Source: an optimization exercise on an open RTL-to-GDS flow (aim: small area). Production flows keep margins and buffers that such runs may drop.
No run shown here included a check of the RTL's function; only the layout flow was run.
No activity file was given, so power comes from the tool's default toggle rates.

==> design/flow/design.v <==
module add16(input [15:0] a, input [15:0] b, input ci, output [15:0] s, output co);
wire [16:0] c;
assign c[0] = ci;
genvar i;
generate
    for (i = 0; i < 16; i = i + 1) begin : b_
        mfa u (.a(a[i]), .b(b[i]), .c(c[i]), .s(s[i]), .co(c[i+1]));
    end
endgenerate
assign co = c[16];
endmodule
module inc16(input [15:0] a, output [15:0] s);
wire [15:0] c;
assign s[0] = ~a[0];
assign c[0] = a[0];
genvar i;
generate
    for (i = 1; i < 16; i = i + 1) begin : b_
        mha u (.a(a[i]), .b(c[i-1]), .s(s[i]), .co(c[i]));
    end
endgenerate
endmodule
module add16_4(input [15:0] a, input [3:0] b, output [15:0] s);
wire [15:0] c;
mha u0 (.a(a[0]), .b(b[0]), .s(s[0]), .co(c[0]));
genvar i;
generate
    for (i = 1; i < 4; i = i + 1) begin : f_
        mfa u (.a(a[i]), .b(b[i]), .c(c[i-1]), .s(s[i]), .co(c[i]));
    end
    for (i = 4; i < 16; i = i + 1) begin : h_
        mha u (.a(a[i]), .b(c[i-1]), .s(s[i]), .co(c[i]));
    end
endgenerate
endmodule
module mfa(input a, input b, input c, output s, output co);
assign s  = a ^ b ^ c;
assign co = (a & b) | (a & c) | (b & c);
endmodule
module mha(input a, input b, output s, output co);
assign s  = a ^ b;
assign co = a & b;
endmodule
module ao222n(input a, input b, input c, input d, input e, input f, output y);
assign y = ~((a & b) | (c & d) | (e & f));
endmodule
module oa22n(input a, input b, input c, input d, output y);
assign y = ~((a | b) & (c | d));
endmodule
module xor2m(input a, input b, output y);
assign y = a ^ b;
endmodule
module bsel(input onen, input twon, input neg, input xn, input yn, output q);
wire t;
oa22n u0 (.a(onen), .b(xn), .c(twon), .d(yn), .y(t));
xor2m u1 (.a(t), .b(neg), .y(q));
endmodule
module and2m(input a, input b, output y);
assign y = a & b;
endmodule
module mul16(input [15:0] a, input [15:0] b, output [15:0] p);
wire [15:0] an = ~a;
wire one0 = b[0] ^ 1'b0;
wire two0 = (b[1] & ~b[0] & ~1'b0) | (~b[1] & b[0] & 1'b0);
wire neg0 = b[1];
wire onen0 = ~one0;
wire twon0 = ~two0;
wire q0_0 = one0 & a[0];
wire r0 = neg0 & ~q0_0;
wire q0_1; bsel g0_1 (.onen(onen0), .twon(twon0), .neg(neg0), .xn(an[1]), .yn(an[0]), .q(q0_1));
wire q0_2; bsel g0_2 (.onen(onen0), .twon(twon0), .neg(neg0), .xn(an[2]), .yn(an[1]), .q(q0_2));
wire q0_3; bsel g0_3 (.onen(onen0), .twon(twon0), .neg(neg0), .xn(an[3]), .yn(an[2]), .q(q0_3));
wire q0_4; bsel g0_4 (.onen(onen0), .twon(twon0), .neg(neg0), .xn(an[4]), .yn(an[3]), .q(q0_4));
wire q0_5; bsel g0_5 (.onen(onen0), .twon(twon0), .neg(neg0), .xn(an[5]), .yn(an[4]), .q(q0_5));
wire q0_6; bsel g0_6 (.onen(onen0), .twon(twon0), .neg(neg0), .xn(an[6]), .yn(an[5]), .q(q0_6));
wire q0_7; bsel g0_7 (.onen(onen0), .twon(twon0), .neg(neg0), .xn(an[7]), .yn(an[6]), .q(q0_7));
wire q0_8; bsel g0_8 (.onen(onen0), .twon(twon0), .neg(neg0), .xn(an[8]), .yn(an[7]), .q(q0_8));
wire q0_9; bsel g0_9 (.onen(onen0), .twon(twon0), .neg(neg0), .xn(an[9]), .yn(an[8]), .q(q0_9));
wire q0_10; bsel g0_10 (.onen(onen0), .twon(twon0), .neg(neg0), .xn(an[10]), .yn(an[9]), .q(q0_10));
wire q0_11; bsel g0_11 (.onen(onen0), .twon(twon0), .neg(neg0), .xn(an[11]), .yn(an[10]), .q(q0_11));
wire q0_12; bsel g0_12 (.onen(onen0), .twon(twon0), .neg(neg0), .xn(an[12]), .yn(an[11]), .q(q0_12));
wire q0_13; bsel g0_13 (.onen(onen0), .twon(twon0), .neg(neg0), .xn(an[13]), .yn(an[12]), .q(q0_13));
wire q0_14; bsel g0_14 (.onen(onen0), .twon(twon0), .neg(neg0), .xn(an[14]), .yn(an[13]), .q(q0_14));
wire q0_15; bsel g0_15 (.onen(onen0), .twon(twon0), .neg(neg0), .xn(an[15]), .yn(an[14]), .q(q0_15));
wire one1 = b[2] ^ b[1];
wire two1 = (b[3] & ~b[2] & ~b[1]) | (~b[3] & b[2] & b[1]);
wire neg1 = b[3];
wire onen1 = ~one1;
wire twon1 = ~two1;
wire q1_0 = one1 & a[0];
wire r1 = neg1 & ~q1_0;
wire q1_1; bsel g1_1 (.onen(onen1), .twon(twon1), .neg(neg1), .xn(an[1]), .yn(an[0]), .q(q1_1));
wire q1_2; bsel g1_2 (.onen(onen1), .twon(twon1), .neg(neg1), .xn(an[2]), .yn(an[1]), .q(q1_2));
wire q1_3; bsel g1_3 (.onen(onen1), .twon(twon1), .neg(neg1), .xn(an[3]), .yn(an[2]), .q(q1_3));
wire q1_4; bsel g1_4 (.onen(onen1), .twon(twon1), .neg(neg1), .xn(an[4]), .yn(an[3]), .q(q1_4));
wire q1_5; bsel g1_5 (.onen(onen1), .twon(twon1), .neg(neg1), .xn(an[5]), .yn(an[4]), .q(q1_5));
wire q1_6; bsel g1_6 (.onen(onen1), .twon(twon1), .neg(neg1), .xn(an[6]), .yn(an[5]), .q(q1_6));
wire q1_7; bsel g1_7 (.onen(onen1), .twon(twon1), .neg(neg1), .xn(an[7]), .yn(an[6]), .q(q1_7));
wire q1_8; bsel g1_8 (.onen(onen1), .twon(twon1), .neg(neg1), .xn(an[8]), .yn(an[7]), .q(q1_8));
wire q1_9; bsel g1_9 (.onen(onen1), .twon(twon1), .neg(neg1), .xn(an[9]), .yn(an[8]), .q(q1_9));
wire q1_10; bsel g1_10 (.onen(onen1), .twon(twon1), .neg(neg1), .xn(an[10]), .yn(an[9]), .q(q1_10));
wire q1_11; bsel g1_11 (.onen(onen1), .twon(twon1), .neg(neg1), .xn(an[11]), .yn(an[10]), .q(q1_11));
wire q1_12; bsel g1_12 (.onen(onen1), .twon(twon1), .neg(neg1), .xn(an[12]), .yn(an[11]), .q(q1_12));
wire q1_13; bsel g1_13 (.onen(onen1), .twon(twon1), .neg(neg1), .xn(an[13]), .yn(an[12]), .q(q1_13));
wire one2 = b[4] ^ b[3];
wire two2 = (b[5] & ~b[4] & ~b[3]) | (~b[5] & b[4] & b[3]);
wire neg2 = b[5];
wire onen2 = ~one2;
wire twon2 = ~two2;
wire q2_0 = one2 & a[0];
wire r2 = neg2 & ~q2_0;
wire q2_1; bsel g2_1 (.onen(onen2), .twon(twon2), .neg(neg2), .xn(an[1]), .yn(an[0]), .q(q2_1));
wire q2_2; bsel g2_2 (.onen(onen2), .twon(twon2), .neg(neg2), .xn(an[2]), .yn(an[1]), .q(q2_2));
wire q2_3; bsel g2_3 (.onen(onen2), .twon(twon2), .neg(neg2), .xn(an[3]), .yn(an[2]), .q(q2_3));
wire q2_4; bsel g2_4 (.onen(onen2), .twon(twon2), .neg(neg2), .xn(an[4]), .yn(an[3]), .q(q2_4));
wire q2_5; bsel g2_5 (.onen(onen2), .twon(twon2), .neg(neg2), .xn(an[5]), .yn(an[4]), .q(q2_5));
wire q2_6; bsel g2_6 (.onen(onen2), .twon(twon2), .neg(neg2), .xn(an[6]), .yn(an[5]), .q(q2_6));
wire q2_7; bsel g2_7 (.onen(onen2), .twon(twon2), .neg(neg2), .xn(an[7]), .yn(an[6]), .q(q2_7));
wire q2_8; bsel g2_8 (.onen(onen2), .twon(twon2), .neg(neg2), .xn(an[8]), .yn(an[7]), .q(q2_8));
wire q2_9; bsel g2_9 (.onen(onen2), .twon(twon2), .neg(neg2), .xn(an[9]), .yn(an[8]), .q(q2_9));
wire q2_10; bsel g2_10 (.onen(onen2), .twon(twon2), .neg(neg2), .xn(an[10]), .yn(an[9]), .q(q2_10));
wire q2_11; bsel g2_11 (.onen(onen2), .twon(twon2), .neg(neg2), .xn(an[11]), .yn(an[10]), .q(q2_11));
wire one3 = b[6] ^ b[5];
wire two3 = (b[7] & ~b[6] & ~b[5]) | (~b[7] & b[6] & b[5]);
wire neg3 = b[7];
wire onen3 = ~one3;
wire twon3 = ~two3;
wire q3_0 = one3 & a[0];
wire r3 = neg3 & ~q3_0;
wire q3_1; bsel g3_1 (.onen(onen3), .twon(twon3), .neg(neg3), .xn(an[1]), .yn(an[0]), .q(q3_1));
wire q3_2; bsel g3_2 (.onen(onen3), .twon(twon3), .neg(neg3), .xn(an[2]), .yn(an[1]), .q(q3_2));
wire q3_3; bsel g3_3 (.onen(onen3), .twon(twon3), .neg(neg3), .xn(an[3]), .yn(an[2]), .q(q3_3));
wire q3_4; bsel g3_4 (.onen(onen3), .twon(twon3), .neg(neg3), .xn(an[4]), .yn(an[3]), .q(q3_4));
wire q3_5; bsel g3_5 (.onen(onen3), .twon(twon3), .neg(neg3), .xn(an[5]), .yn(an[4]), .q(q3_5));
wire q3_6; bsel g3_6 (.onen(onen3), .twon(twon3), .neg(neg3), .xn(an[6]), .yn(an[5]), .q(q3_6));
wire q3_7; bsel g3_7 (.onen(onen3), .twon(twon3), .neg(neg3), .xn(an[7]), .yn(an[6]), .q(q3_7));
wire q3_8; bsel g3_8 (.onen(onen3), .twon(twon3), .neg(neg3), .xn(an[8]), .yn(an[7]), .q(q3_8));
wire q3_9; bsel g3_9 (.onen(onen3), .twon(twon3), .neg(neg3), .xn(an[9]), .yn(an[8]), .q(q3_9));
wire one4 = b[8] ^ b[7];
wire two4 = (b[9] & ~b[8] & ~b[7]) | (~b[9] & b[8] & b[7]);
wire neg4 = b[9];
wire onen4 = ~one4;
wire twon4 = ~two4;
wire q4_0 = one4 & a[0];
wire r4 = neg4 & ~q4_0;
wire q4_1; bsel g4_1 (.onen(onen4), .twon(twon4), .neg(neg4), .xn(an[1]), .yn(an[0]), .q(q4_1));
wire q4_2; bsel g4_2 (.onen(onen4), .twon(twon4), .neg(neg4), .xn(an[2]), .yn(an[1]), .q(q4_2));
wire q4_3; bsel g4_3 (.onen(onen4), .twon(twon4), .neg(neg4), .xn(an[3]), .yn(an[2]), .q(q4_3));
wire q4_4; bsel g4_4 (.onen(onen4), .twon(twon4), .neg(neg4), .xn(an[4]), .yn(an[3]), .q(q4_4));
wire q4_5; bsel g4_5 (.onen(onen4), .twon(twon4), .neg(neg4), .xn(an[5]), .yn(an[4]), .q(q4_5));
wire q4_6; bsel g4_6 (.onen(onen4), .twon(twon4), .neg(neg4), .xn(an[6]), .yn(an[5]), .q(q4_6));
wire q4_7; bsel g4_7 (.onen(onen4), .twon(twon4), .neg(neg4), .xn(an[7]), .yn(an[6]), .q(q4_7));
wire one5 = b[10] ^ b[9];
wire two5 = (b[11] & ~b[10] & ~b[9]) | (~b[11] & b[10] & b[9]);
wire neg5 = b[11];
wire onen5 = ~one5;
wire twon5 = ~two5;
wire q5_0 = one5 & a[0];
wire r5 = neg5 & ~q5_0;
wire q5_1; bsel g5_1 (.onen(onen5), .twon(twon5), .neg(neg5), .xn(an[1]), .yn(an[0]), .q(q5_1));
wire q5_2; bsel g5_2 (.onen(onen5), .twon(twon5), .neg(neg5), .xn(an[2]), .yn(an[1]), .q(q5_2));
wire q5_3; bsel g5_3 (.onen(onen5), .twon(twon5), .neg(neg5), .xn(an[3]), .yn(an[2]), .q(q5_3));
wire q5_4; bsel g5_4 (.onen(onen5), .twon(twon5), .neg(neg5), .xn(an[4]), .yn(an[3]), .q(q5_4));
wire q5_5; bsel g5_5 (.onen(onen5), .twon(twon5), .neg(neg5), .xn(an[5]), .yn(an[4]), .q(q5_5));
wire one6 = b[12] ^ b[11];
wire two6 = (b[13] & ~b[12] & ~b[11]) | (~b[13] & b[12] & b[11]);
wire neg6 = b[13];
wire onen6 = ~one6;
wire twon6 = ~two6;
wire q6_0 = one6 & a[0];
wire r6 = neg6 & ~q6_0;
wire q6_1; bsel g6_1 (.onen(onen6), .twon(twon6), .neg(neg6), .xn(an[1]), .yn(an[0]), .q(q6_1));
wire q6_2; bsel g6_2 (.onen(onen6), .twon(twon6), .neg(neg6), .xn(an[2]), .yn(an[1]), .q(q6_2));
wire q6_3; bsel g6_3 (.onen(onen6), .twon(twon6), .neg(neg6), .xn(an[3]), .yn(an[2]), .q(q6_3));
wire one7 = b[14] ^ b[13];
wire two7 = (b[15] & ~b[14] & ~b[13]) | (~b[15] & b[14] & b[13]);
wire neg7 = b[15];
wire onen7 = ~one7;
wire twon7 = ~two7;
wire q7_0 = one7 & a[0];
wire r7 = neg7 & ~q7_0;
wire q7_1; bsel g7_1 (.onen(onen7), .twon(twon7), .neg(neg7), .xn(an[1]), .yn(an[0]), .q(q7_1));
assign p[0] = q0_0;   
wire s1, c1; mha u1 (.a(q0_1), .b(r0), .s(s1), .co(c1));
assign p[1] = s1;   
wire s2, c2; mfa u2 (.a(q1_0), .b(q0_2), .c(c1), .s(s2), .co(c2));
assign p[2] = s2;   
wire s3, c3; mfa u3 (.a(q0_3), .b(q1_1), .c(r1), .s(s3), .co(c3));
wire s4, c4; mha u4 (.a(s3), .b(c2), .s(s4), .co(c4));
assign p[3] = s4;   
wire s5, c5; mfa u5 (.a(q2_0), .b(q0_4), .c(q1_2), .s(s5), .co(c5));
wire s6, c6; mfa u6 (.a(c3), .b(s5), .c(c4), .s(s6), .co(c6));
assign p[4] = s6;   
wire s7, c7; mfa u7 (.a(q0_5), .b(q1_3), .c(q2_1), .s(s7), .co(c7));
wire s8, c8; mfa u8 (.a(r2), .b(c5), .c(s7), .s(s8), .co(c8));
wire s9, c9; mha u9 (.a(s8), .b(c6), .s(s9), .co(c9));
assign p[5] = s9;   
wire s10, c10; mfa u10 (.a(q3_0), .b(q0_6), .c(q1_4), .s(s10), .co(c10));
wire s11, c11; mfa u11 (.a(q2_2), .b(c7), .c(s10), .s(s11), .co(c11));
wire s12, c12; mfa u12 (.a(c8), .b(s11), .c(c9), .s(s12), .co(c12));
assign p[6] = s12;   
wire s13, c13; mfa u13 (.a(q0_7), .b(q1_5), .c(q2_3), .s(s13), .co(c13));
wire s14, c14; mfa u14 (.a(q3_1), .b(r3), .c(c10), .s(s14), .co(c14));
wire s15, c15; mfa u15 (.a(s13), .b(c11), .c(s14), .s(s15), .co(c15));
wire s16, c16; mha u16 (.a(s15), .b(c12), .s(s16), .co(c16));
assign p[7] = s16;   
wire s17, c17; mfa u17 (.a(q4_0), .b(q0_8), .c(q1_6), .s(s17), .co(c17));
wire s18, c18; mfa u18 (.a(q2_4), .b(q3_2), .c(c13), .s(s18), .co(c18));
wire s19, c19; mfa u19 (.a(s17), .b(c14), .c(s18), .s(s19), .co(c19));
wire s20, c20; mfa u20 (.a(c15), .b(s19), .c(c16), .s(s20), .co(c20));
assign p[8] = s20;   
wire s21, c21; mfa u21 (.a(q0_9), .b(q1_7), .c(q2_5), .s(s21), .co(c21));
wire s22, c22; mfa u22 (.a(q3_3), .b(q4_1), .c(r4), .s(s22), .co(c22));
wire s23, c23; mfa u23 (.a(c17), .b(s21), .c(s22), .s(s23), .co(c23));
wire s24, c24; mfa u24 (.a(c18), .b(s23), .c(c19), .s(s24), .co(c24));
wire s25, c25; mha u25 (.a(s24), .b(c20), .s(s25), .co(c25));
assign p[9] = s25;   
wire s26, c26; mfa u26 (.a(q5_0), .b(q0_10), .c(q1_8), .s(s26), .co(c26));
wire s27, c27; mfa u27 (.a(q2_6), .b(q3_4), .c(q4_2), .s(s27), .co(c27));
wire s28, c28; mfa u28 (.a(c21), .b(c22), .c(s26), .s(s28), .co(c28));
wire s29, c29; mfa u29 (.a(s27), .b(c23), .c(s28), .s(s29), .co(c29));
wire s30, c30; mfa u30 (.a(s29), .b(c24), .c(c25), .s(s30), .co(c30));
assign p[10] = s30;   
wire s31, c31; mfa u31 (.a(q0_11), .b(q1_9), .c(q2_7), .s(s31), .co(c31));
wire s32, c32; mfa u32 (.a(q3_5), .b(q4_3), .c(q5_1), .s(s32), .co(c32));
wire s33, c33; mfa u33 (.a(r5), .b(c26), .c(c27), .s(s33), .co(c33));
wire s34, c34; mfa u34 (.a(s31), .b(s32), .c(c28), .s(s34), .co(c34));
wire s35, c35; mfa u35 (.a(s33), .b(c29), .c(s34), .s(s35), .co(c35));
wire s36, c36; mha u36 (.a(s35), .b(c30), .s(s36), .co(c36));
assign p[11] = s36;   
wire s37, c37; mfa u37 (.a(q6_0), .b(q0_12), .c(q1_10), .s(s37), .co(c37));
wire s38, c38; mfa u38 (.a(q2_8), .b(q3_6), .c(q4_4), .s(s38), .co(c38));
wire s39, c39; mfa u39 (.a(q5_2), .b(c31), .c(c32), .s(s39), .co(c39));
wire s40, c40; mfa u40 (.a(s37), .b(s38), .c(c33), .s(s40), .co(c40));
wire s41, c41; mfa u41 (.a(s39), .b(c34), .c(s40), .s(s41), .co(c41));
wire s42, c42; mfa u42 (.a(c35), .b(s41), .c(c36), .s(s42), .co(c42));
assign p[12] = s42;   
wire s43, c43; mfa u43 (.a(q0_13), .b(q1_11), .c(q2_9), .s(s43), .co(c43));
wire s44, c44; mfa u44 (.a(q3_7), .b(q4_5), .c(q5_3), .s(s44), .co(c44));
wire s45, c45; mfa u45 (.a(q6_1), .b(r6), .c(c37), .s(s45), .co(c45));
wire s46, c46; mfa u46 (.a(c38), .b(s43), .c(s44), .s(s46), .co(c46));
wire s47, c47; mfa u47 (.a(c39), .b(s45), .c(s46), .s(s47), .co(c47));
wire s48, c48; mfa u48 (.a(c40), .b(s47), .c(c41), .s(s48), .co(c48));
wire s49, c49; mha u49 (.a(s48), .b(c42), .s(s49), .co(c49));
assign p[13] = s49;   
wire s50, c50; mfa u50 (.a(q7_0), .b(q0_14), .c(q1_12), .s(s50), .co(c50));
wire s51, c51; mfa u51 (.a(q2_10), .b(q3_8), .c(q4_6), .s(s51), .co(c51));
wire s52, c52; mfa u52 (.a(q5_4), .b(q6_2), .c(c43), .s(s52), .co(c52));
wire s53, c53; mfa u53 (.a(c44), .b(s50), .c(s51), .s(s53), .co(c53));
wire s54, c54; mfa u54 (.a(c45), .b(c46), .c(s52), .s(s54), .co(c54));
wire s55, c55; mfa u55 (.a(s53), .b(c47), .c(s54), .s(s55), .co(c55));
wire s56, c56; mfa u56 (.a(s55), .b(c48), .c(c49), .s(s56), .co(c56));
assign p[14] = s56;   
wire x57 = q0_15 ^ q1_13;
wire x58 = q2_11 ^ q3_9;
wire x59 = q4_7 ^ q5_5;
wire x60 = q6_3 ^ q7_1;
wire x61 = r7 ^ x57;
wire x62 = x58 ^ x59;
wire x63 = x60 ^ c50;
wire x64 = c51 ^ x61;
wire x65 = x62 ^ x63;
wire x66 = x64 ^ c52;
wire x67 = c53 ^ x65;
wire x68 = x66 ^ x67;
wire x69 = c54 ^ x68;
wire x70 = x69 ^ c55;
wire x71 = x70 ^ c56;
assign p[15] = x71;   
endmodule
module rdport(input [15:0] sel, input [239:0] r, output [79:0] xo);
genvar i;
generate
    for (i = 0; i < 16; i = i + 1) begin : b
        wire [4:0] x;
        ao222n u0 (sel[1],  r[  0+i], sel[2],  r[ 16+i], sel[3],  r[ 32+i], x[0]);
        ao222n u1 (sel[4],  r[ 48+i], sel[5],  r[ 64+i], sel[6],  r[ 80+i], x[1]);
        ao222n u2 (sel[7],  r[ 96+i], sel[8],  r[112+i], sel[9],  r[128+i], x[2]);
        ao222n u3 (sel[10], r[144+i], sel[11], r[160+i], sel[12], r[176+i], x[3]);
        ao222n u4 (sel[13], r[192+i], sel[14], r[208+i], sel[15], r[224+i], x[4]);
        assign xo[5*i +: 5] = x;
    end
endgenerate
endmodule
module rdsel(input [3:0] a, output [15:0] sel);
wire [3:0] lo, hi;
assign lo[0] = ~a[1] & ~a[0];
assign lo[1] = ~a[1] &  a[0];
assign lo[2] =  a[1] & ~a[0];
assign lo[3] =  a[1] &  a[0];
assign hi[0] = ~a[3] & ~a[2];
assign hi[1] = ~a[3] &  a[2];
assign hi[2] =  a[3] & ~a[2];
assign hi[3] =  a[3] &  a[2];
genvar i;
generate
    for (i = 0; i < 16; i = i + 1) begin : s
        and2m u (.a(lo[i % 4]), .b(hi[i / 4]), .y(sel[i]));
    end
endgenerate
endmodule
`timescale 1ns / 1ps
module part1(clk, rst, imem_addr, imem_data, dmem_addr, dmem_wdata, dmem_we, dmem_re, dmem_rdata, wb_we, wb_addr, wb_data);
input clk;
input rst;
output [15:0] imem_addr;
input  [15:0] imem_data;
output [15:0] dmem_addr;
output [15:0] dmem_wdata;
output dmem_we;
output dmem_re;
input  [15:0] dmem_rdata;
output wb_we;
output [3:0] wb_addr;
output [15:0] wb_data;
function [15:0] rev16;
    input [15:0] v;
    integer n;
    begin
        for (n = 0; n < 16; n = n + 1) rev16[n] = v[15-n];
    end
endfunction
reg [15:0] pc;
reg [15:0] a_x;      
reg [15:0] b_x;      
reg [15:0] npc_x;    
reg [3:0]  imm_x;    
reg [3:0]  op_x;     
reg [3:0]  wa_x;     
reg [15:0] res_m;
reg [15:0] sd_m;
reg [3:0]  wa_m;
reg        wen_m, we_m, re_m;
reg [15:0] wd_w;
reg [3:0]  wa_w;
reg        wen_w;
wire [15:0] wdr = wd_w & {16{~rst}};
wire [239:0] rf;
genvar gi;
generate
    for (gi = 1; gi < 16; gi = gi + 1) begin : g_rf
        reg [15:0] q;
        wire en = rst | (wen_w && wa_w == gi);
        wire [15:0] d = (gi == 1) ? (wdr | {13'd0, rst, 1'b0, rst}) : wdr;
        always @(posedge clk)
            if (en)
                q <= d;
        assign rf[(gi-1)*16 +: 16] = q;
    end
endgenerate
wire [15:0] inst = imem_data;
wire [3:0] op = inst[15:12];
wire [3:0] fA = inst[11:8];
wire [3:0] fB = inst[7:4];
wire [3:0] fC = inst[3:0];
wire d_sll = (op == 4'h4);
wire d_srl = (op == 4'h5);
wire d_sw  = (op == 4'h9);
wire d_beq = (op == 4'ha);
wire d_jr  = (op == 4'hb);
wire d_j   = (op == 4'hc);
wire d_jal = (op == 4'hd);
wire [3:0] ra2 = (d_sll | d_srl) ? 4'd0 : (d_sw | d_beq) ? fA : fC;
wire [15:0] sel1, sel2;
rdsel ds1 (.a(fB), .sel(sel1));
rdsel ds2 (.a(ra2), .sel(sel2));
wire [79:0] x1, x2;
rdport rp1 (.sel(sel1), .r(rf), .xo(x1));
rdport rp2 (.sel(sel2), .r(rf), .xo(x2));
wire [15:0] oh = {16{d_sll | d_srl}} & (16'd1 << fC);
wire [15:0] rd1, rd2, b_n;
genvar go;
generate
    for (go = 0; go < 16; go = go + 1) begin : g_rd
        assign rd1[go] = ~&x1[5*go +: 5];
        assign rd2[go] = ~&x2[5*go +: 5];
        assign b_n[go] = ~&x2[5*go +: 5] | oh[go];
    end
endgenerate
wire x_beq = (op_x == 4'ha);
wire x_jal = (op_x == 4'hd);
wire x_mem = op_x[3];
wire x_sub = ~op_x[3] & ((op_x[2:0] == 3'd1) | (op_x[2:0] == 3'd6));
wire [15:0] xab = a_x ^ b_x;
wire zero_x;
wire [15:0] b2 = x_mem ? {12'd0, imm_x} : b_x;
wire [15:0] sum;
wire cout;
add16 u_add (.a(a_x), .b(b2 ^ {16{x_sub}}), .ci(x_sub), .s(sum), .co(cout));
assign zero_x = ~|xab;
wire le = ~cout | zero_x;
wire [15:0] prod;
mul16 u_mul (.a(a_x), .b(b_x), .p(prod));
wire s_sum = ~op_x[2] & ~op_x[1];                   
wire s_and = ~op_x[3] & (op_x[2:0] == 3'd2);
wire s_xor = ~op_x[3] & (op_x[2:0] == 3'd3);
wire s_mul = ~op_x[3] & op_x[2] & ~(op_x[1] ^ op_x[0]);    
wire s_srl = ~op_x[3] & (op_x[2:0] == 3'd5);
wire s_com = ~op_x[3] & (op_x[2:0] == 3'd6);
wire [15:0] res;
genvar gr;
generate
    for (gr = 0; gr < 16; gr = gr + 1) begin : g_res
        wire y0, y1;
        ao222n u0 (s_sum, sum[gr], s_xor, xab[gr], s_mul, prod[gr], y0);
        ao222n u1 (s_srl, prod[15-gr], x_jal, npc_x[gr], s_and, a_x[gr] & b_x[gr], y1);
        if (gr == 0)
            assign res[gr] = ~(y0 & y1) | (s_com & le);
        else
            assign res[gr] = ~(y0 & y1);
    end
endgenerate
wire taken = x_beq & zero_x;
wire [15:0] btgt, pc1;
add16_4 u_bt (.a(npc_x), .b(imm_x), .s(btgt));
inc16 u_inc (.a(pc), .s(pc1));
wire d_jmp = d_j | d_jal;
wire p_jr = ~rst & d_jr;
wire p_jp = ~rst & ~d_jr & d_jmp;
wire p_tk = ~rst & ~d_jr & ~d_jmp & taken;
wire p_nx = ~rst & ~d_jr & ~d_jmp & ~taken;
wire [15:0] pc_n;
genvar gp;
generate
    for (gp = 0; gp < 16; gp = gp + 1) begin : g_pc
        wire y0;
        if (gp < 12) begin : lo
            ao222n u0 (p_jr, rd1[gp], p_jp, inst[gp], p_tk, btgt[gp], y0);
            assign pc_n[gp] = ~y0 | (p_nx & pc1[gp]);
        end else begin : hi
            ao222n u0 (p_jr, rd1[gp], p_jp | p_nx, pc1[gp], p_tk, btgt[gp], y0);
            assign pc_n[gp] = ~y0;
        end
    end
endgenerate
wire x_wen = ~op_x[3] | (op_x == 4'h8) | x_jal;
always @(posedge clk) begin
    pc <= pc_n;
    a_x   <= d_srl ? rev16(rd1) : rd1;
    b_x   <= b_n;
    npc_x <= pc1;
    imm_x <= fC;
    op_x  <= op | {rst, rst, rst, 1'b0};    
    wa_x  <= d_jal ? 4'hf : fA;
    res_m <= res;
    sd_m  <= b_x;
    wa_m  <= wa_x;
    wen_m <= ~rst & x_wen & (wa_x != 4'd0);
    we_m  <= ~rst & (op_x == 4'h9);
    re_m  <= ~rst & (op_x == 4'h8);
    wd_w  <= re_m ? dmem_rdata : res_m;
    wa_w  <= wa_m;
    wen_w <= ~rst & wen_m;
end
assign imem_addr  = pc;
assign dmem_addr  = res_m;
assign dmem_wdata = sd_m;
assign dmem_we    = we_m;
assign dmem_re    = re_m;
assign wb_we      = wen_w;
assign wb_addr    = wa_w;
assign wb_data    = wd_w;
endmodule
==> design/flow/flow/run.sh <==
#!/bin/bash
# Layout: the standard ORFS flow (standard.sh), with two changes:
#  - the port buffers are the smallest buffer (buf_1) instead of ORFS's pick;
#  - the clock tree uses larger sink clusters and no dummy loads.
set -euo pipefail
export BUFFER_PORTS_ARGS="-buffer_cell sky130_fd_sc_hd__buf_1"
export CTS_ARGS="-sink_clustering_enable -repair_clock_nets -dont_use_dummy_load -sink_clustering_size 28 -sink_clustering_max_diameter 120 -buf_list sky130_fd_sc_hd__clkbuf_16"
bash standard.sh > standard.log 2>&1
==> design/flow/standard.sh <==
#!/bin/bash
# synth_recipe.tcl (not shown) runs the flow's synth.tcl, then flattens the netlist and writes it again
# the make line also repeats each setting of config.mk as NAME=value (left out here)
make -C /OpenROAD-flow-scripts/flow DESIGN_CONFIG=/design/flow/config.mk WORK_HOME=/design/flow/orfs CLKGATE_MAP_FILE= SYNTH_SCRIPT=/design/flow/synth_recipe.tcl "${@:-finish}"
==> design/flow/config.mk <==
export PLATFORM = sky130hd
export DESIGN_NAME = part1
export DESIGN_NICKNAME = part1
export VERILOG_FILES = /design/flow/design.v
export SDC_FILE = /design/flow/constraint.sdc
export NUM_CORES = 4
export LEC_CHECK = 0
export CAP_MARGIN = 0
export CORE_MARGIN = 2
export CORE_UTILIZATION = 40
export SLEW_MARGIN = 0
export SYNTH_HIERARCHICAL = 1
==> design/flow/constraint.sdc <==
create_clock -name core_clock -period 10.0 [get_ports {clk}]
set_input_delay 2.0000 -clock core_clock [delete_from_list [all_inputs] [get_ports {clk}]]
set_output_delay 2.0000 -clock core_clock [all_outputs]
set_load 0.01 [all_outputs]
==> metrics.md, run 1 <==
| Metric | Value |
|---|---|
| Crit Reg-Reg Startpoint | `op_x[0]` |
| Worst r2r dst | `res_m[15]` |
| R2R setup slack | `1.49 ns` |
| Critical path arrival | `8.92 ns` |
| First-pass GRT wire length | `86100 microns` |
| Synth Area per Inst | `13.4 sq um` |
| Max H-tree Level | `1` |
| CP Capture Type | `flop` |
| Grt ovf | `0` |
| Placed cell areas | `19500 sq um` |
| Initial antenna violation count | `2` |
| Fillers | `4190` |
| Fmax | `117 MHz` |
| Area of the die | `47600 sq um` |
| Routed len/inst | `28.3 microns` |
| Drt drc | `0` |
| Vias after detailed routing | `13500` |
| R2R depth | `23` |
| Slew headroom | `21.3%` |
| Setup slack after layout | `1.49 ns` |
| PnR Total Power | `6.46 mW` |
| Final Hold Vio Count | `0` |
| Leakage Power | `7.53 nW` |
| Number of global-route vias before repair | `13000` |
| Critical path class | `flop to flop` |
| Slowest stage delay, CP | `0.50 ns` |
| Post-route design area | `19900 sq um` |
| Pwr Density | `324 nW/um^2` |
| Routed Antenna Nets | `0` |
| Syn Nets | `1524` |
| Post-layout min period | `8.51 ns` |
| Starting density of the core | `40.4%` |
| HP Start | `wa_m[3]` |
| Core footprint | `45400 sq um` |
| Clock-pin slew on the worst setup and hold paths | `0.11 ns` |
| Final setup TNS | `0 ns` |
| Worst Max-Slew Pin Slew | `1.18 ns` |
| Port-buffer cells | `104` |
| GP Congestion | `0.893` |
| Setup bufs post-CTS | `0` |
| Crit-path cells | `inv_1 -> ha_1 -> mux2i_1 -> nor2_4 -> xnor2_1 -> fa_1 -> fa_1 -> fa_1 -> fa_1 -> fa_1 -> fa_1 -> fa_1 -> fa_1 -> fa_1 -> fa_1 -> fa_1 -> fa_1 -> fa_1 -> fa_1 -> fa_1 -> fa_1 -> a222oi_1 -> nand2_1` |
| Total GRT Usage | `24.2%` |
| Cts repair resizes | `0` |
| CP delay by family, top | `adder cells` |
| Die Y | `218 microns` |
| Die X | `218 microns` |
| Max IR drop VDD | `0.703 mV` |
| Drt total wl | `58700 microns` |
| Worst-case clock buffer depth | `3` |
| CP dominant cell by count | `fa_1` |
| Run status | `timing/DRC/antenna clean` |
| Cells after synthesis | `1367` |
| Cts bufs inserted | `17` |
| Synthesis-to-layout area growth | `8.62%` |
| ANT cells | `0` |
| Hold Crit Class | `flop to flop` |
| Critical Path Source Type | `flop` |
| IO Pins | `105` |
| CTS tree | `yes` |
| Clock Sinks | `376` |
| Setup Skew | `0.0258 ns` |
| Period utilization | `85.1%` |
| Initial drt markers | `2483` |
| Vias per std cell | `6.50` |
| Cell Rows | `78` |
| RSZ-0062 raised after global routing | `false` |
| Final setup fails | `0` |
| Max FO, Critical Path | `17` |
| Max Cap Viol | `0` |
| Hold Buf Count CTS | `0` |
| Router iterations before antenna repair | `13` |
| Largest net degree at the start of global routing | `43` |
| Cell Area, Synth | `18400 sq um` |
| Crit path required time | `10.40 ns` |
| Worst Hold End | `wa_w[3]` |
| Ys Warns | `7` |
| Max Slew Vio Count | `0` |
| WP buf/inv | `1` |
| Ratio of cells with drive above 1 in the final layout | `6.64%` |
| Detail Placement HPWL | `42000 microns` |
| Root Buffer | `clkbuf_16` |
| Final nets | `1635` |
| Place WS | `1.57 ns` |
| Crit-path slowest cell | `nor2_4` |
| Hold Path Stages | `0` |
| Worst-Skew Late Latency | `0.54 ns` |
| Final core utilization | `43.9%` |
cells in the final DEF (no fill, tap or decap), types with 3 or more instances in the layout:
cell / n
a211oi_1: 4
mux2i_1: 21
nand2_1: 46
o211ai_1: 12
buf_4: 33
nand3b_1: 8
and2b_2: 8
clkbuf_16: 17
nand2b_1: 19
o2bb2ai_1: 4
inv_1: 50
dfxtp_1: 136
and2_1: 31
a222oi_1: 208
ha_1: 55
nor2_1: 45
xor2_1: 74
a21oi_1: 8
buf_1: 103
edfxtp_1: 240
o32ai_1: 4
o21ai_0: 4
o31ai_2: 3
o2111ai_1: 16
and2_2: 4
xnor2_1: 26
nand3_1: 34
fa_1: 68
or2_2: 7
o21ai_1: 10
nor2b_1: 36
nor4_1: 5
mux2_2: 16
and3_1: 17
o22ai_1: 68
nand4_1: 12
state kept, by name, summed over array words and instances (netlist names):
name    flops
npc_x      16
op_x        4
imm_x       4
g_rf.q    240
sd_m       16
wa_w        4
pc         16
wen_w       1
b_x        16
wen_m       1
we_m        1
wa_x        4
wa_m        4
wd_w       16
re_m        1
a_x        16
res_m      16
layout make-up:
| class | count | area [sq um] | share of cell area, % |
|---|---|---|---|
| multi-input combinational | 895 | 8000 | 40.1 |
| tap | 600 | 751 | 3.77 |
| inverter | 51 | 191 | 0.960 |
| clock buffer | 17 | 425 | 2.13 |
| sequential | 376 | 9930 | 49.8 |
| timing repair buffer | 137 | 639 | 3.21 |
routing by layer:
layer / wire (microns) / track usage, % / vias to the layer above
met5: 27 / 0 / -
met4: 1410 / 6.10 / 4
met3: 5520 / 3.06 / 67
met2: 28200 / 40.3 / 809
met1: 23600 / 33.5 / 6796
li1: - / - / 5818
through the flow:
step                      hold slack (ns)  instances
final                               0.339       2076
after global routing                0.349       2076
after CTS                           0.339       2076
after detailed placement            0.312       2059
after global placement              0.314       2059
after floorplan                     0.310       1367
power by group:
part           total, mW  internal [mW]  leakage, nW  switching [mW]
clock network      0.784          0.309        0.209           0.476
logic               3.64           1.47         3.72            2.17
registers           2.04           1.87         3.60           0.163
worst max-delay path by stage:
stage               slack (ns)  depth (start not counted)  startpoint         to
global placement          1.67                         23     op_x[1]  res_m[15]
detailed placement        1.57                         23     op_x[0]  res_m[15]
global route              1.08                         23     op_x[0]  res_m[15]
CTS                       1.55                         23     op_x[0]  res_m[15]
floorplan                 2.25                         23     op_x[0]  res_m[15]
finish                    1.49                         23     op_x[0]  res_m[15]
==> run 2: changes to the inputs <==
--- a/design/flow/design.v
+++ b/design/flow/design.v
@@ -58,6 +58,9 @@
 module and2m(input a, input b, output y);
 assign y = a & b;
 endmodule
+module and4m(input a, input b, input c, input d, output y);
+assign y = a & b & c & d;
+endmodule
 module mul16(input [15:0] a, input [15:0] b, output [15:0] p);
 wire [15:0] an = ~a;
 wire one0 = b[0] ^ 1'b0;
@@ -283,19 +286,12 @@
 endgenerate
 endmodule
 module rdsel(input [3:0] a, output [15:0] sel);
-wire [3:0] lo, hi;
-assign lo[0] = ~a[1] & ~a[0];
-assign lo[1] = ~a[1] &  a[0];
-assign lo[2] =  a[1] & ~a[0];
-assign lo[3] =  a[1] &  a[0];
-assign hi[0] = ~a[3] & ~a[2];
-assign hi[1] = ~a[3] &  a[2];
-assign hi[2] =  a[3] & ~a[2];
-assign hi[3] =  a[3] &  a[2];
+wire [3:0] an = ~a;
 genvar i;
 generate
     for (i = 0; i < 16; i = i + 1) begin : s
-        and2m u (.a(lo[i % 4]), .b(hi[i / 4]), .y(sel[i]));
+        and4m u (.a(i[3] ? a[3] : an[3]), .b(i[2] ? a[2] : an[2]),
+                 .c(i[1] ? a[1] : an[1]), .d(i[0] ? a[0] : an[0]), .y(sel[i]));
     end
 endgenerate
 endmodule
==> metrics.md, run 2 <==
| Metric | Value |
|---|---|
| Router iterations before antenna repair | `9` |
| Final Hold Vio Count | `0` |
| Final setup fails | `0` |
| Placed cells | `2056` |
| Slew headroom | `21.6%` |
| Setup Skew | `0.0251 ns` |
| Post-route design area | `20000 sq um` |
| Post-layout min period | `8.43 ns` |
| R2R setup slack | `1.57 ns` |
| Ys Warns | `7` |
| Worst-Skew Late Latency | `0.54 ns` |
| Top reg by flops | `g_rf.q` |
| Cts bufs inserted | `17` |
| Clock Sinks | `376` |
| Max Slew Vio Count | `0` |
| Sequential Power Share | `31.4%` |
| Root Buffer | `clkbuf_16` |
| Critical path class | `flop to flop` |
| Leakage Power | `7.55 nW` |
| Synthesis-to-layout area growth | `8.83%` |
| Crit-path cells | `inv_1 -> ha_1 -> mux2i_1 -> nor2_4 -> xnor2_1 -> fa_1 -> fa_1 -> fa_1 -> fa_1 -> fa_1 -> fa_1 -> fa_1 -> fa_1 -> fa_1 -> fa_1 -> fa_1 -> fa_1 -> fa_1 -> fa_1 -> fa_1 -> fa_1 -> a222oi_1 -> nand2_1` |
| Cell Rows | `78` |
| Syn Nets | `1516` |
| Run status | `timing/DRC/antenna clean` |
| Clock power frac | `12.1%` |
| Setup bufs post-CTS | `0` |
| Worst r2r dst | `res_m[15]` |
| Cell Area, Synth | `18300 sq um` |
| R2R depth | `23` |
| First-pass GRT wire length | `85700 microns` |
| Area of the multi-input gates | `7960 sq um` |
| ANT cells | `0` |
| Met3 Track Usage GR | `2.98%` |
| Critical Path Stages | `23` |
| Detail Placement HPWL | `41400 microns` |
| Layout Cells excl Fill | `2073` |
| Cells after synthesis | `1359` |
| RSZ-0062 raised after global routing | `false` |
| Vias per std cell | `6.53` |
| CP dominant cell by count | `fa_1` |
| GR Util met1 | `33.5%` |
| Area of the die | `47600 sq um` |
| Hold WS | `0.330 ns` |
| Starting density of the core | `40.5%` |
| WP buf/inv | `1` |
| Critical Path Source Type | `flop` |
| Final setup TNS | `0 ns` |
| Slowest stage delay, CP | `0.52 ns` |
| Port-buffer cells | `104` |
| Initial antenna violation count | `2` |
| Comb power frac | `56.5%` |
| Hold Path Stages | `0` |
| Grt ovf | `0` |
| Routed Antenna Nets | `0` |
| Internal | `3.68 mW` |
| Final nets | `1632` |
| Pwr Density | `324 nW/um^2` |
| Commonest non-fill, non-tap cell in the layout | `edfxtp_1` |
| Worst Hold End | `wa_w[3]` |
| Initial drt markers | `2614` |
| Critical path arrival | `8.85 ns` |
| Clock-pin slew on the worst setup and hold paths | `0.11 ns` |
| Hold Crit Class | `flop to flop` |
| Crit Reg-Reg Startpoint | `op_x[1]` |
| GP Congestion | `0.939` |
| Die X | `218 microns` |
| Most frequent cells in the layout | `edfxtp_1 (240), a222oi_1 (208), dfxtp_1 (136), buf_1 (103), xor2_1 (74)` |
| Cts repair resizes | `0` |
| Drt drc | `0` |
| Max FO, Critical Path | `17` |
| Total GRT Usage | `24.0%` |
| Met2 usage | `39.9%` |
| Routed len/inst | `28.2 microns` |
| Fmax | `119 MHz` |
| Switching Fraction | `43.2%` |
| Number of global-route vias before repair | `12900` |
| Psw | `2.80 mW` |
| Synth Area per Inst | `13.5 sq um` |
| Largest net degree at the start of global routing | `43` |
| Die Y | `218 microns` |
| Max H-tree Level | `1` |
| Flip-flop and latch area | `9930 sq um` |
| Max FFs per register | `240` |
| Crit path required time | `10.41 ns` |
| Crit-path slowest cell | `nor2_4` |
| CP Capture Type | `flop` |
| Ratio of cells with drive above 1 in the final layout | `6.18%` |
| IO Pins | `105` |
| Drt total wl | `58400 microns` |
| Period utilization | `84.3%` |
| Vias after detailed routing | `13500` |
| Top Usage Layer GRT | `met2` |
| Worst-case clock buffer depth | `3` |
| Hold Buf Count CTS | `0` |
| Core footprint | `45300 sq um` |
| Fillers | `4213` |
| Max IR drop VDD | `0.845 mV` |
| CTS tree | `yes` |
| HP Start | `wa_m[3]` |
| Max Cap Viol | `0` |
| Worst Max-Slew Pin Slew | `1.17 ns` |
| Placed cell areas | `19500 sq um` |
| CP delay by family, top | `adder cells` |
## run 2: cell types whose count changed in the layout (fill, tap and decap cells not counted)
cell / previous run / this run
and2_2: 4 / 0
inv_1: 50 / 58
buf_4: 33 / 38
and2_1: 31 / 1
nor2_1: 45 / 41
and4_1: 1 / 31
and2b_2: 8 / 0
## run 2: metrics by stage
stage          total power [mW]  util [%]  setup WS (ns)
6_report                   6.47      44.1           1.57
5_1_grt                    6.76      44.1           1.22
4_1_cts                    6.44      44.1           1.66
3_5_place_dp               5.65      43.1           1.67
3_3_place_gp               5.62      43.1           1.76
2_1_floorplan              4.93         -           2.25
## run 2: worst max-delay path by stage
stage / from / to
after floorplan: op_x[0] / res_m[15]
after global placement: op_x[0] / res_m[15]
after detailed placement: op_x[1] / res_m[15]
after CTS: op_x[1] / res_m[15]
after global routing: op_x[1] / res_m[15]
final: op_x[1] / res_m[15]
## run 2: layer usage
layer  vias up  part of all wire (%)
met5         -                 0.022
met4         2                   2.5
met3        69                   9.3
met2       794                    48
met1      6819                    40
li1       5846                     -
## run 2: layout make-up
cell class,instances,share of cell area (%)
Sequential cell,376,49.7
Tap cell,600,3.76
Inverter,59,1.11
Clock buffer,17,2.13
Multi-Input combinational cell,879,39.9
Timing Repair Buffer,142,3.39
## run 2: power groups by stage
stage	combinational (mW)	clock [mW]	sequential, mW
floorplan	2.88	0	2.05
global placement	3.56	0	2.06
detailed placement	3.59	0	2.07
CTS	3.61	0.799	2.03
global route	3.87	0.842	2.05
finish	3.66	0.782	2.03
==> run 3: changes to the inputs <==
--- a/design/flow/design.v
+++ b/design/flow/design.v
@@ -55,12 +55,6 @@
 oa22n u0 (.a(onen), .b(xn), .c(twon), .d(yn), .y(t));
 xor2m u1 (.a(t), .b(neg), .y(q));
 endmodule
-module and2m(input a, input b, output y);
-assign y = a & b;
-endmodule
-module and4m(input a, input b, input c, input d, output y);
-assign y = a & b & c & d;
-endmodule
 module mul16(input [15:0] a, input [15:0] b, output [15:0] p);
 wire [15:0] an = ~a;
 wire one0 = b[0] ^ 1'b0;
@@ -271,7 +265,7 @@
 wire x71 = x70 ^ c56;
 assign p[15] = x71;   
 endmodule
-module rdport(input [15:0] sel, input [239:0] r, output [79:0] xo);
+module rdport(input [15:0] sel, input [239:0] r, output [15:0] o);
 genvar i;
 generate
     for (i = 0; i < 16; i = i + 1) begin : b
@@ -281,17 +275,7 @@
         ao222n u2 (sel[7],  r[ 96+i], sel[8],  r[112+i], sel[9],  r[128+i], x[2]);
         ao222n u3 (sel[10], r[144+i], sel[11], r[160+i], sel[12], r[176+i], x[3]);
         ao222n u4 (sel[13], r[192+i], sel[14], r[208+i], sel[15], r[224+i], x[4]);
-        assign xo[5*i +: 5] = x;
-    end
-endgenerate
-endmodule
-module rdsel(input [3:0] a, output [15:0] sel);
-wire [3:0] an = ~a;
-genvar i;
-generate
-    for (i = 0; i < 16; i = i + 1) begin : s
-        and4m u (.a(i[3] ? a[3] : an[3]), .b(i[2] ? a[2] : an[2]),
-                 .c(i[1] ? a[1] : an[1]), .d(i[0] ? a[0] : an[0]), .y(sel[i]));
+        assign o[i] = ~&x;
     end
 endgenerate
 endmodule
@@ -358,85 +342,55 @@
 wire d_jal = (op == 4'hd);
 wire [3:0] ra2 = (d_sll | d_srl) ? 4'd0 : (d_sw | d_beq) ? fA : fC;
 wire [15:0] sel1, sel2;
-rdsel ds1 (.a(fB), .sel(sel1));
-rdsel ds2 (.a(ra2), .sel(sel2));
-wire [79:0] x1, x2;
-rdport rp1 (.sel(sel1), .r(rf), .xo(x1));
-rdport rp2 (.sel(sel2), .r(rf), .xo(x2));
-wire [15:0] oh = {16{d_sll | d_srl}} & (16'd1 << fC);
-wire [15:0] rd1, rd2, b_n;
-genvar go;
+genvar gs;
 generate
-    for (go = 0; go < 16; go = go + 1) begin : g_rd
-        assign rd1[go] = ~&x1[5*go +: 5];
-        assign rd2[go] = ~&x2[5*go +: 5];
-        assign b_n[go] = ~&x2[5*go +: 5] | oh[go];
+    for (gs = 0; gs < 16; gs = gs + 1) begin : g_sel
+        assign sel1[gs] = (fB == gs);
+        assign sel2[gs] = (ra2 == gs);
     end
 endgenerate
+wire [15:0] rd1, rd2;
+rdport rp1 (.sel(sel1), .r(rf), .o(rd1));
+rdport rp2 (.sel(sel2), .r(rf), .o(rd2));
 wire x_beq = (op_x == 4'ha);
 wire x_jal = (op_x == 4'hd);
 wire x_mem = op_x[3];
 wire x_sub = ~op_x[3] & ((op_x[2:0] == 3'd1) | (op_x[2:0] == 3'd6));
-wire [15:0] xab = a_x ^ b_x;
-wire zero_x;
+wire zero_x = (a_x == b_x);
 wire [15:0] b2 = x_mem ? {12'd0, imm_x} : b_x;
 wire [15:0] sum;
 wire cout;
 add16 u_add (.a(a_x), .b(b2 ^ {16{x_sub}}), .ci(x_sub), .s(sum), .co(cout));
-assign zero_x = ~|xab;
 wire le = ~cout | zero_x;
 wire [15:0] prod;
 mul16 u_mul (.a(a_x), .b(b_x), .p(prod));
-wire s_sum = ~op_x[2] & ~op_x[1];                   
-wire s_and = ~op_x[3] & (op_x[2:0] == 3'd2);
-wire s_xor = ~op_x[3] & (op_x[2:0] == 3'd3);
-wire s_mul = ~op_x[3] & op_x[2] & ~(op_x[1] ^ op_x[0]);    
-wire s_srl = ~op_x[3] & (op_x[2:0] == 3'd5);
-wire s_com = ~op_x[3] & (op_x[2:0] == 3'd6);
-wire [15:0] res;
-genvar gr;
-generate
-    for (gr = 0; gr < 16; gr = gr + 1) begin : g_res
-        wire y0, y1;
-        ao222n u0 (s_sum, sum[gr], s_xor, xab[gr], s_mul, prod[gr], y0);
-        ao222n u1 (s_srl, prod[15-gr], x_jal, npc_x[gr], s_and, a_x[gr] & b_x[gr], y1);
-        if (gr == 0)
-            assign res[gr] = ~(y0 & y1) | (s_com & le);
-        else
-            assign res[gr] = ~(y0 & y1);
-    end
-endgenerate
+reg [15:0] res;
+always @(*) begin
+    case (op_x[2:0])
+        3'd0, 3'd1: res = sum;
+        3'd2: res = a_x & b_x;
+        3'd3: res = a_x ^ b_x;
+        3'd5: res = rev16(prod);
+        3'd6: res = {15'd0, le};
+        default: res = prod;
+    endcase
+    if (x_jal) res = npc_x;
+end
 wire taken = x_beq & zero_x;
 wire [15:0] btgt, pc1;
 add16_4 u_bt (.a(npc_x), .b(imm_x), .s(btgt));
 inc16 u_inc (.a(pc), .s(pc1));
-wire d_jmp = d_j | d_jal;
-wire p_jr = ~rst & d_jr;
-wire p_jp = ~rst & ~d_jr & d_jmp;
-wire p_tk = ~rst & ~d_jr & ~d_jmp & taken;
-wire p_nx = ~rst & ~d_jr & ~d_jmp & ~taken;
-wire [15:0] pc_n;
-genvar gp;
-generate
-    for (gp = 0; gp < 16; gp = gp + 1) begin : g_pc
-        wire y0;
-        if (gp < 12) begin : lo
-            ao222n u0 (p_jr, rd1[gp], p_jp, inst[gp], p_tk, btgt[gp], y0);
-            assign pc_n[gp] = ~y0 | (p_nx & pc1[gp]);
-        end else begin : hi
-            ao222n u0 (p_jr, rd1[gp], p_jp | p_nx, pc1[gp], p_tk, btgt[gp], y0);
-            assign pc_n[gp] = ~y0;
-        end
-    end
-endgenerate
+wire [15:0] pc_n = d_jr ? rd1 :
+                   (d_j | d_jal) ? {pc1[15:12], inst[11:0]} :
+                   taken ? btgt : pc1;
 wire x_wen = ~op_x[3] | (op_x == 4'h8) | x_jal;
 always @(posedge clk) begin
-    pc <= pc_n;
+    pc <= rst ? 16'd0 : pc_n;
     a_x   <= d_srl ? rev16(rd1) : rd1;
-    b_x   <= b_n;
+    b_x   <= rd2 | ({16{d_sll | d_srl}} & (16'd1 << fC));
     npc_x <= pc1;
     imm_x <= fC;
-    op_x  <= op | {rst, rst, rst, 1'b0};    
+    op_x  <= rst ? 4'hf : op;
     wa_x  <= d_jal ? 4'hf : fA;
     res_m <= res;
     sd_m  <= b_x;
==> design/flow/run.sh (new file) <==
#!/bin/bash
# synth_recipe.tcl (not shown) runs the flow's synth.tcl, then flattens the netlist and writes it again
# the make line also repeats each setting of config.mk as NAME=value (left out here)
make -C /OpenROAD-flow-scripts/flow DESIGN_CONFIG=/design/flow/config.mk WORK_HOME=/design/flow/orfs CLKGATE_MAP_FILE= SYNTH_SCRIPT=/design/flow/synth_recipe.tcl finish
==> design/flow/config.mk (replaced) <==
export PLATFORM = sky130hd
export DESIGN_NAME = part1
export DESIGN_NICKNAME = part1
export VERILOG_FILES = /design/flow/design.v
export SDC_FILE = /design/flow/constraint.sdc
export NUM_CORES = 4
export LEC_CHECK = 0
export CAP_MARGIN = 20
export CORE_MARGIN = 2
export CORE_UTILIZATION = 40
export CTS_BUF_LIST = sky130_fd_sc_hd__clkbuf_16
export CTS_CLUSTER_DIAMETER = 100
export CTS_CLUSTER_SIZE = 30
export SLEW_MARGIN = 20
export SYNTH_HIERARCHICAL = 1
removed: design/flow/flow/run.sh
removed: design/flow/standard.sh
==> metrics.md, run 3 <==
| Metric | Value |
|---|---|
| Run status | `timing/DRC/antenna clean` |
| Initial drt markers | `2159` |
| Max IR drop VDD | `0.832 mV` |
| Max Cap Viol | `0` |
| PnR Total Power | `8.11 mW` |
| Hold Path Stages | `0` |
| RSZ-0062 raised after global routing | `false` |
| Max H-tree Level | `1` |
| Slowest stage delay, CP | `0.49 ns` |
| Slew headroom | `25.1%` |
| Ratio of cells with drive above 1 in the final layout | `10.3%` |
| Critical path arrival | `9.07 ns` |
| Most frequent cells in the layout | `edfxtp_1 (240), a222oi_1 (160), dfxtp_1 (136), clkdlybuf4s50_1 (104), xor2_1 (91)` |
| Crit path required time | `10.53 ns` |
| Ys Warns | `7` |
| Cts bufs inserted | `18` |
| Setup bufs post-CTS | `0` |
| Die Y | `220 microns` |
| Worst r2r dst | `res_m[15]` |
| Final setup fails | `0` |
| Final nets | `1718` |
| Number of global-route vias before repair | `13500` |
| Area of the die | `48500 sq um` |
| Final Hold Vio Count | `0` |
| Post-route design area | `21400 sq um` |
| Worst-case clock buffer depth | `3` |
| GP Congestion | `0.875` |
| Starting density of the core | `40.4%` |
| Post-layout min period | `8.54 ns` |
| Port-buffer cells | `104` |
| Setup Skew | `0.0619 ns` |
| Syn Nets | `1604` |
| Worst-Skew Late Latency | `0.59 ns` |
| Critical Path Source Type | `flop` |
| Routed Antenna Nets | `0` |
| Critical path class | `flop to flop` |
| Cell Area, Synth | `18700 sq um` |
| CP delay by family, top | `adder cells` |
| IO Pins | `105` |
| R2R setup slack | `1.46 ns` |
| Vias per std cell | `6.34` |
| Top reg by flops | `g_rf.q` |
| Cts repair resizes | `0` |
| Final setup TNS | `0 ns` |
| CP Capture Type | `flop` |
| CP dominant cell by count | `fa_1` |
| Max Slew Vio Count | `0` |
| Placed cell areas | `20800 sq um` |
| Root Buffer | `clkbuf_16` |
| Max FO, Critical Path | `43` |
| First-pass GRT wire length | `87500 microns` |
| Clock-pin slew on the worst setup and hold paths | `0.12 ns` |
| Drt total wl | `60200 microns` |
| Max FFs per register | `240` |
| Hold Crit Class | `flop to flop` |
| Period utilization | `85.4%` |
| HP Start | `wa_m[3]` |
| Pwr Density | `378 nW/um^2` |
| CTS tree | `yes` |
| Fillers | `4102` |
| Synthesis-to-layout area growth | `14.7%` |
| Crit-path slowest cell | `fa_1` |
| Worst Hold End | `wa_w[3]` |
| Commonest non-fill, non-tap cell in the layout | `edfxtp_1` |
| Largest net degree at the start of global routing | `44` |
| Die X | `220 microns` |
| Cells after synthesis | `1451` |
| Vias after detailed routing | `13900` |
| Drt drc | `0` |
| Routed len/inst | `27.6 microns` |
| Crit Reg-Reg Startpoint | `op_x[1]` |
| WP buf/inv | `2` |
| Initial antenna violation count | `2` |
| Detail Placement HPWL | `41800 microns` |
| Grt ovf | `0` |
| Core footprint | `46400 sq um` |
| R2R depth | `25` |
| Clock Sinks | `376` |
| Synth Area per Inst | `12.9 sq um` |
| Leakage Power | `8.01 nW` |
| Fmax | `117 MHz` |
| Total GRT Usage | `24.5%` |
| Router iterations before antenna repair | `7` |
| Hold Buf Count CTS | `0` |
| Worst Max-Slew Pin Slew | `1.12 ns` |
| Cell Rows | `79` |
==> run 3: report_power, final <==
| part | switching [mW] | internal [mW] |
|---|---|---|
| clock | 0.533 | 0.405 |
| combinational | 2.70 | 2.17 |
| sequential | 0.248 | 2.05 |
==> run 3: routing by layer <==
metal,vias up,GRT usage (%),routed length [microns]
met4,0,7.94,1890
met2,663,41.0,29300
met5,-,0,0
li1,6107,-,-
met1,6983,32.8,24300
met3,101,3.37,4660
==> run 3: worst max path at each step <==
| stage | from | endpoint | slack, ns | cells after the start |
|---|---|---|---|---|
| final | op_x[1] | res_m[15] | 1.46 | 25 |
| after global routing | op_x[1] | res_m[15] | 1.16 | 25 |
| after CTS | op_x[1] | res_m[15] | 1.48 | 25 |
| after detailed placement | op_x[1] | res_m[15] | 1.52 | 25 |
| after global placement | op_x[1] | res_m[15] | 1.60 | 25 |
| after floorplan | op_x[3] | res_m[15] | 2.08 | 23 |
==> run 3: area by class of cell <==
class                      instances  area [sq um]  area share (%)
timing repair buffer             160          1480            6.88
clock inverter                    14           189           0.881
sequential                       376          9930            46.3
inverter                          30           113           0.525
tap                              607           759            3.54
multi-input combinational        979          8530            39.8
antenna                            1          2.50          0.0117
clock buffer                      18           450            2.10
==> run 3: stage by stage <==
step                hold slack (ns)  worst slack, ns  cells  util (%)
detailed placement            0.312             1.52   2150      44.8
finish                        0.337             1.46   2185      46.3
floorplan                     0.310             2.08   1451         -
CTS                           0.338             1.48   2182      46.2
global route                  0.354             1.16   2184      46.3
global placement              0.312             1.60   2148      44.7

[separate check: timing with driven ports]
The flow's constraints put no driver on any port. The routed layouts listed below were extracted and timed again, unchanged, in two steps.
Step 1 assumes that a clkbuf_16 drives the clock port and a buf_2 every other input.
Step 2 times the ports against the registers' clock, not the clock port: input delays grow and output delays shrink by t, the midpoint of the rising clock arrivals with the driver on.
Slacks: ideal ports / drivers / drivers and shift; pairs: ideal ports / drivers.
run	t, ns	slack for setup (ns)	slew at the worst register clock pin (ns)
run 1	0.580	1.486 / 1.486 / 1.486	0.12 / 0.12
run 2	0.586	1.566 / 1.566 / 1.566	0.12 / 0.12
run 3	0.600	1.462 / 1.462 / 1.462	0.12 / 0.12
After both steps every run listed still meets setup and hold.
